Context: an optimization exercise on an open-source flow, tuned for small area, a short achievable clock period and few clock cycles per item. The choices shown serve that exercise and are no tape-out recipe. In this exercise RTL edits were held to simulation tests only and were not proved equivalent to the original.

**design/flow/run.sh**
```bash
#!/bin/bash
# synth_recipe.tcl (not shown) runs the flow's synth.tcl, then flattens the netlist and writes it again
# the make line also repeats each setting of config.mk as NAME=value (left out here)
make -C /OpenROAD-flow-scripts/flow DESIGN_CONFIG=/design/flow/config.mk WORK_HOME=/design/flow/orfs CLKGATE_MAP_FILE= SYNTH_SCRIPT=/design/flow/synth_recipe.tcl finish
```
**design/flow/constraint.sdc**
```tcl
create_clock -name core_clock -period 11.0 [get_ports {i_clk}]
set_input_delay 2.2000 -clock core_clock [delete_from_list [all_inputs] [get_ports {i_clk}]]
set_output_delay 2.2000 -clock core_clock [all_outputs]
set_load 0.01 [all_outputs]
```
**design/flow/config.mk**
```make
export PLATFORM = sky130hd
export DESIGN_NAME = proc
export DESIGN_NICKNAME = proc
export VERILOG_FILES = /design/flow/design.v
export SDC_FILE = /design/flow/constraint.sdc
export NUM_CORES = 4
export LEC_CHECK = 0
export CAP_MARGIN = 20
export CORE_MARGIN = 2
export CORE_UTILIZATION = 40
export SLEW_MARGIN = 20
```
**design/flow/design.v**
```verilog
module simd_arr#(parameter width = 4, parameter operand_width = 32) (  
    opcode,  
    i_in1,  
    i_in2, 
    o_res
); 
    localparam ow = operand_width; 
    localparam w = width;
    localparam op_add = 2'b00 ; 
    localparam op_sub = 2'b01 ; 
    localparam op_mul = 2'b10 ; 
    input  logic [(w*ow-1):0] i_in1 ; 
    input  logic [(w*ow-1):0] i_in2 ;    
    input  logic [1:0] opcode;   
    output logic [(w*ow-1):0] o_res ;  
    logic signed [ow-1:0] w_adder_out [w-1:0];  
    logic signed [ow-1:0] w_mul_out   [w-1:0]; 
    logic signed [ow-1:0] operands_0 [w-1:0];  
    logic signed [ow-1:0] operands_1 [w-1:0]; 
    generate  
        for (genvar i = w-1 ;  i>=0; i--) begin 
            assign operands_0[i] = i_in1[((i+1)*ow-1):((i)*ow)] ;
            assign operands_1[i] = i_in2[((i+1)*ow-1):((i)*ow)] ;
        end
    endgenerate
    generate 
        for (genvar i = 0 ; i < w ; i++)begin 
            always_comb begin 
                if (opcode == op_add) begin 
                    w_adder_out[i] = operands_0[i] + operands_1[i]; 
                end else begin 
                    w_adder_out[i] = operands_0[i] - operands_1[i]; 
                end 
            end
        end
    endgenerate 
    assign w_mul_out[3]   = i_in1[(w*ow-1):((w-1)*ow)]     * i_in2[(w*ow-1):((w-1)*ow)]     ;  
    assign w_mul_out[2]   = i_in1[((w-1)*ow-1):((w-2)*ow)] * i_in2[((w-1)*ow-1):((w-2)*ow)] ; 
    assign w_mul_out[1]   = i_in1[((w-2)*ow-1):((w-3)*ow)] * i_in2[((w-2)*ow-1):((w-3)*ow)] ; 
    assign w_mul_out[0]   = i_in1[((w-3)*ow-1):((w-4)*ow)] * i_in2[((w-3)*ow-1):((w-4)*ow)] ; 
    assign o_res = (opcode==op_mul) ? {w_mul_out[3], w_mul_out[2], w_mul_out[1], w_mul_out[0]} : 
                                    {w_adder_out[3], w_adder_out[2], w_adder_out[1], w_adder_out[0]} ;   
endmodule 
module proc(
    i_clk    ,
    i_rstn   ,
    i_en     ,
    i_grant_rd  ,
    i_grant_wr  ,
    i_valid  ,
    i_instr ,
    i_data ,
    o_addr  ,
    o_finish ,
    o_req_rd,
    o_req_wr,
    o_ack    ,
    o_data   ,
    o_wr_size ,
    o_busy
);
    localparam IDLE      = 4'd0;
    localparam LD1       = 4'd1;
    localparam LD2       = 4'd2;
    localparam SET_INFO  = 4'd3 ;
    localparam STORE     = 4'd4;
    localparam FETCH1    = 4'd5;
    localparam FETCH2    = 4'd6;
    localparam WRITE     = 4'd7;
    localparam FINISHED  = 4'd8;
    localparam INSTR_LD    = 2'd0;
    localparam INSTR_INFO  = 2'd1;
    localparam INSTR_STORE = 2'd2;
    input  [25:0] i_instr;
    input i_clk  ;
    input i_rstn ;
    input i_en   ;
    input i_grant_rd ;
    input i_grant_wr ;
    input i_valid ;  
    output o_finish;
    output logic o_req_rd;
    output logic o_req_wr;
    output o_busy;
    output logic o_ack ;
    output logic [23:0] o_addr ;  
    output logic[2:0] o_wr_size;
    input logic [127:0] i_data  ;  
    output logic [127:0]  o_data;
logic [3:0] state ;
logic [23:0] addr_0 , addr_1 , next_addr_0 ,next_addr_1 , next_wr_addr , wr_addr ;
wire  [1:0]  instr_opcode  = i_instr[25:24];
wire  [23:0] instr_payload = i_instr[23:0];
logic [127:0] reg0 , reg1 ;
logic [21:0] info_count ;
logic [1:0]  info_op ;
simd_arr u_simd_arr (
    .i_in1                   ( reg0    ),
    .i_in2                   ( reg1 ),
    .opcode                  ( info_op  ),
    .o_res                   ( o_data )
);
always_comb begin
    next_addr_0  = addr_0 + 128 ;
    next_addr_1  = addr_1 + 128 ;
    next_wr_addr = wr_addr + 128 ;
end
    always_ff @(posedge i_clk or negedge i_rstn) begin
        if (!i_rstn) begin
            state <= IDLE;
            o_ack <= 0 ;
        end else begin
            case (state)
            IDLE: begin
                if (i_en) begin
                    state <= LD1 ;
                end
                o_ack <= 0 ;
            end
            LD1: begin
                if (instr_opcode == INSTR_LD && i_valid) begin
                    state <= LD2 ;
                    o_ack <= 1;
                end
                else  begin
                    state <= LD1;
                end
            end
            LD2: begin
                if (instr_opcode == INSTR_LD && i_valid) begin
                    state <= SET_INFO;
                    o_ack <= 1 ;
                end
                else begin
                    o_ack <= 0 ;
                    state <= LD2;
                end
            end
            SET_INFO: begin
                if (instr_opcode == INSTR_INFO && i_valid) begin
                    state <= STORE;
                    o_ack <= 1 ;
                end
                else begin
                    o_ack <= 0 ;
                    state <= SET_INFO;
                end
            end
            STORE: begin
                if(instr_opcode == INSTR_STORE && i_valid) begin
                    state <= FETCH1 ;
                    o_ack <= 1 ;
                end else begin
                    o_ack <= 0 ;
                    state <= STORE;
                end
            end
            FETCH1: begin
                if(i_grant_rd) begin
                        state <= FETCH2 ;
                end
            end
            FETCH2: begin
                    state <= WRITE;
            end
            WRITE: begin
                if (i_grant_wr)   begin
                        if(info_count <= 4) begin   
                            state <= FINISHED ;
                        end else  begin
                            state <= FETCH1;
                        end
                end
            end
            FINISHED: begin
                 if (i_valid) begin
                    state <= IDLE ;
                 end
            end
            default:
                state <= IDLE ;
            endcase
        end
    end
    always_ff @(posedge i_clk) begin
        if (i_rstn) begin
            case (state)
            LD1: begin
                if (instr_opcode == INSTR_LD && i_valid) begin
                    addr_0 <= instr_payload ;
                end
            end
            LD2: begin
                if (instr_opcode == INSTR_LD && i_valid) begin
                    addr_1 <= instr_payload ;
                end
            end
            SET_INFO: begin
                if (instr_opcode == INSTR_INFO && i_valid) begin
                    {info_count, info_op} <= instr_payload;
                end
            end
            STORE: begin
                if(instr_opcode == INSTR_STORE && i_valid) begin
                    wr_addr <= instr_payload;
                end
            end
            FETCH1: begin
                if(i_grant_rd) begin
                        reg0 <= i_data ;
                end
            end
            FETCH2: begin
                    reg1 <= i_data ;
            end
            WRITE: begin
                if (i_grant_wr)   begin
                        addr_0  <= next_addr_0;  
                        addr_1  <= next_addr_1;
                        wr_addr <= next_wr_addr;
                        if(info_count > 4) begin
                            info_count <= info_count - 4 ;  
                        end
                end
            end
            default: ;
            endcase
        end
    end
    assign o_addr   =  (state==FETCH1) ? addr_0 : ((state==FETCH2) ? addr_1 : wr_addr);
    assign o_req_rd =  ((state==FETCH1)|| (state==FETCH2) ) ? 1 : 0 ;
    assign o_req_wr =  (state==WRITE) ? 1 : 0 ;
    assign o_busy   =  (state==IDLE) ? 0 : 1 ;
    assign o_finish =  (state==FINISHED) ? 1 : 0 ;
    assign o_wr_size=  (info_count <= 4 ) ? info_count[2:0] : 3'd4;
endmodule
```
==> flow_metrics.tcl <==
set metrics [dict create \
    status "timing/DRC/antenna clean" \
    cp.depth 23 \
    ant_nets 0 \
    die_h_um 466 \
    skew_ns 0.0945 \
    grt_pass1_vias 71500 \
    cp-end-kind "output port" \
    yosysSeqAreaShare_pct 12.5 \
    final-setup-viol-count 0 \
    worst_pin_slew_ns 1.02 \
    core_area_um2 212000 \
    antenna_found_initial 23 \
    post-route-util_pct 45.4 \
    hold_path.class "reg -> reg" \
    min_from "o_ack" \
    place.gp.congestion 0.944 \
    critPathTopFamily "adder cells" \
    cts_tree "yes" \
    cp-start-kind "flip-flop" \
    required_ns 8.80 \
    final_cell_mix "fa_1, inv_1, nand2_1, and2_1, ha_1" \
    synth.avg_cell_area_um2 9.24 \
    viasPerCell 5.30 \
    slew_violations 0 \
    cts_buffer_depth 3 \
    cpMaxStageDelayCell "clkdlybuf4s50_1" \
    h-tree-depth 2 \
    finalNetCount 12000 \
    crit_chain "buf_4, and2_1, fa_1, fa_1, inv_1, fa_1, fa_1, fa_1, inv_1, fa_1, fa_1, fa_1, ha_1, a21o_1, a21o_1, nor3_2, o211ai_1, a31oi_2, buf_4, xnor2_1, nand2_1, o21ai_1, clkdlybuf4s50_1" \
    drtIter0Drc 4737 \
    dp_hpwl_um 228000 \
    grt_pass1_wl_um 441000 \
    synth-seq-cells 357 \
    cpPeakStageDelay_ns 0.67 \
    r2r_end "reg0[2]" \
    layout_min_cycle_time_ns 10.83 \
    clock-sinks 357 \
    holdWs_ns 0.583 \
    io_pins 320 \
    drive_gt1_share_pct 6.78 \
    synth_edf_count 352 \
    syn_nets 11700 \
    crit_fanout 11 \
    synth_flop_cell "edfxtp_1" \
    worst_ep_arrival_time_ns 8.63 \
    cp_common_cell "fa_1" \
    max_clock_freq_mhz 92.3 \
    dieArea_um2 217000 \
    fillers 20300 \
    min_path_cells 2 \
    cts_buffers 50 \
    wl_um 286000 \
    grt.overflow.total 0 \
    final_common_cell "fa_1" \
    drc 0 \
    synthCells 9233 \
    syn_area_um2 85300 \
    slew_headroom_pct 31.9 \
    hold_end "o_ack" \
    r2r_slack_ns 7.42 \
    synth_warnings 6 \
    ys_async_sr_fraction_pct 1.40 \
    place.port_buffers 319 \
    r2r-start "state[1]" \
    wl_per_cell_um 22.9 \
    synthDistinctLibCells 81 \
    floorplan.initialDensity_pct 40.2 \
    stdcell_area_um2 96400 \
    finalHoldViolations 0 \
    fin_crit_sh_pct 98.5 \
    placed_cell_area_um2 92200 \
    clkLatencyLatePin_ns 0.73 \
    crit_type "reg -> out" \
    grt_max_degree 99 \
    clockRootBuffer "clkbuf_16" \
    grt.total_usage_pct 26.7 \
    crit_buf_inv 5 \
    maxCapViolCount 0 \
    dr.pass1.iters 31 \
    worstRegToRegCells 5 \
    rows 169 \
    via_count 66100 \
    die_w_um 466 \
    clk_pin_slew_ns 0.07 \
    area_delta_synth_final_pct 13.0 \
]
==> worst max path at each step <==
stage	startpoint	to
detailed placement	reg0[71]	o_data[94]
floorplan	reg1[6]	o_data[30]
global route	reg0[44]	o_data[60]
CTS	reg1[67]	o_data[95]
finish	reg0[74]	o_data[92]
global placement	reg0[71]	o_data[94]
==> worst reg2reg max path, delay by kind of cell, from the launching register on <==
kind          cells  cell delay (ns)
simple gates      3             1.27
flops             1             0.53
buf+inv           2             1.23
==> cells in the mapped netlist (9+ instances only) <==
library cell	count	area (um^2)
a211o_1	13	114
a211oi_1	34	255
a21o_1	93	698
a21oi_1	317	1590
a22oi_1	27	203
a31o_2	11	96.3
a31oi_1	29	181
and2_1	1182	7390
and3_1	28	175
and4_1	10	87.6
buf_1	9	33.8
clkbuf_1	471	1770
edfxtp_1	352	10600
fa_1	1636	32800
ha_1	625	7820
inv_1	1593	5980
nand2_1	1229	4610
nand2b_1	36	225
nand3_1	56	280
nand4_1	22	138
nor2_1	242	908
nor2b_1	24	150
nor3_1	62	310
nor4_1	30	188
o211ai_1	15	113
o21a_1	31	233
o21ai_0	203	1020
o21bai_1	39	293
o31ai_1	29	218
o41ai_1	16	140
or2_2	12	75.1
or3_1	20	125
xnor2_1	399	3490
xor2_1	219	1920
==> sequential cells by signal (all words and copies together) (netlist names) <==
name / count
wr_addr: 24
state: 4
addr_0: 24
reg0: 128
addr_1: 24
info_count: 22
o_ack: 1
info_op: 2
reg1: 128
==> logic make-up (layout without fill, tap and decap cells) <==
kind of cell / Yosys count / in the layout / share of synthesized area, %
flops: 357 / 357 / 12.5
buf+inv: 2076 / 2489 / 9.16
mux: 7 / 7 / 0.0851
simple gates: 2989 / 2989 / 17.6
fa+ha+maj: 2261 / 2261 / 47.6
xor+xnor: 619 / 619 / 6.36
compound gates: 924 / 924 / 6.73
other cells: 0 / 15 / 0
==> layer usage <==
metal,vias to the layer above,part of all wire [%],track usage (%)
li1,29100,-,-
met1,34000,40,34.1
met2,2418,49,45.8
met3,596,5.5,2.62
met4,4,5.4,12.2
met5,-,0.0080,0
==> final cells by class <==
type,instances,area [um^2],area share (%)
Multi-Input combinational cell,6800,67000,69.6
Sequential cell,357,10700,11.1
Timing Repair Buffer,804,7310,7.59
Inverter,1593,5980,6.20
Tap cell,2821,3530,3.66
Clock buffer,55,1290,1.34
Clock inverter,37,494,0.513
Antenna cell,15,37.5,0.0389
==> stage by stage <==
stage | std cells | setup WS (ns) | TNS, ns
floorplan | 9233 | 1.67 | 0
CTS | 12400 | 0.00135 | 0
finish | 12500 | 0.168 | 0
global placement | 12100 | 0.444 | 0
detailed placement | 12100 | 0.317 | 0
global route | 12500 | -0.0594 | -0.0594
==> timing repair <==
action	4_1_cts	5_1_grt
resized for setup	19	51
hold buffers	0	0
pin swaps	1	6
buffers inserted	179	51
setup endpoints to repair	18	28
Testbench counts, summed over its fixed seeds: cycles 18,765, items 15,905.

-- separate check: timing with driven ports --
In the flow no input, the clock included, has a driving cell. The finished layout below was timed again as built, in two steps.
Step 1 (the two cells are an assumption about what drives the block):
set clk [get_ports {i_clk}]
set_driving_cell -lib_cell sky130_fd_sc_hd__clkbuf_16 $clk
set_driving_cell -lib_cell sky130_fd_sc_hd__buf_2 [delete_from_list [all_inputs] $clk]
Step 2 also shifts input and output timing later by t, the mid clock arrival at the registers, as if the neighbouring blocks saw the same clock.
Slacks: no drivers / after step 1 / after step 2; pairs: no drivers / after step 1.
t (ns): 0.756
setup WS [ns]: 0.168 / 0.100 / 0.856
latest minus earliest clock arrival (ns): 0.101 / 0.100
worst register clock-pin slew, ns: 0.08 / 0.08
worst slew at a driven data input, ns: 0.25
After both steps setup and hold are still met in this run. For this run, drivers alone change the setup slack by -0.068 ns; drivers and shift together by +0.688 ns.
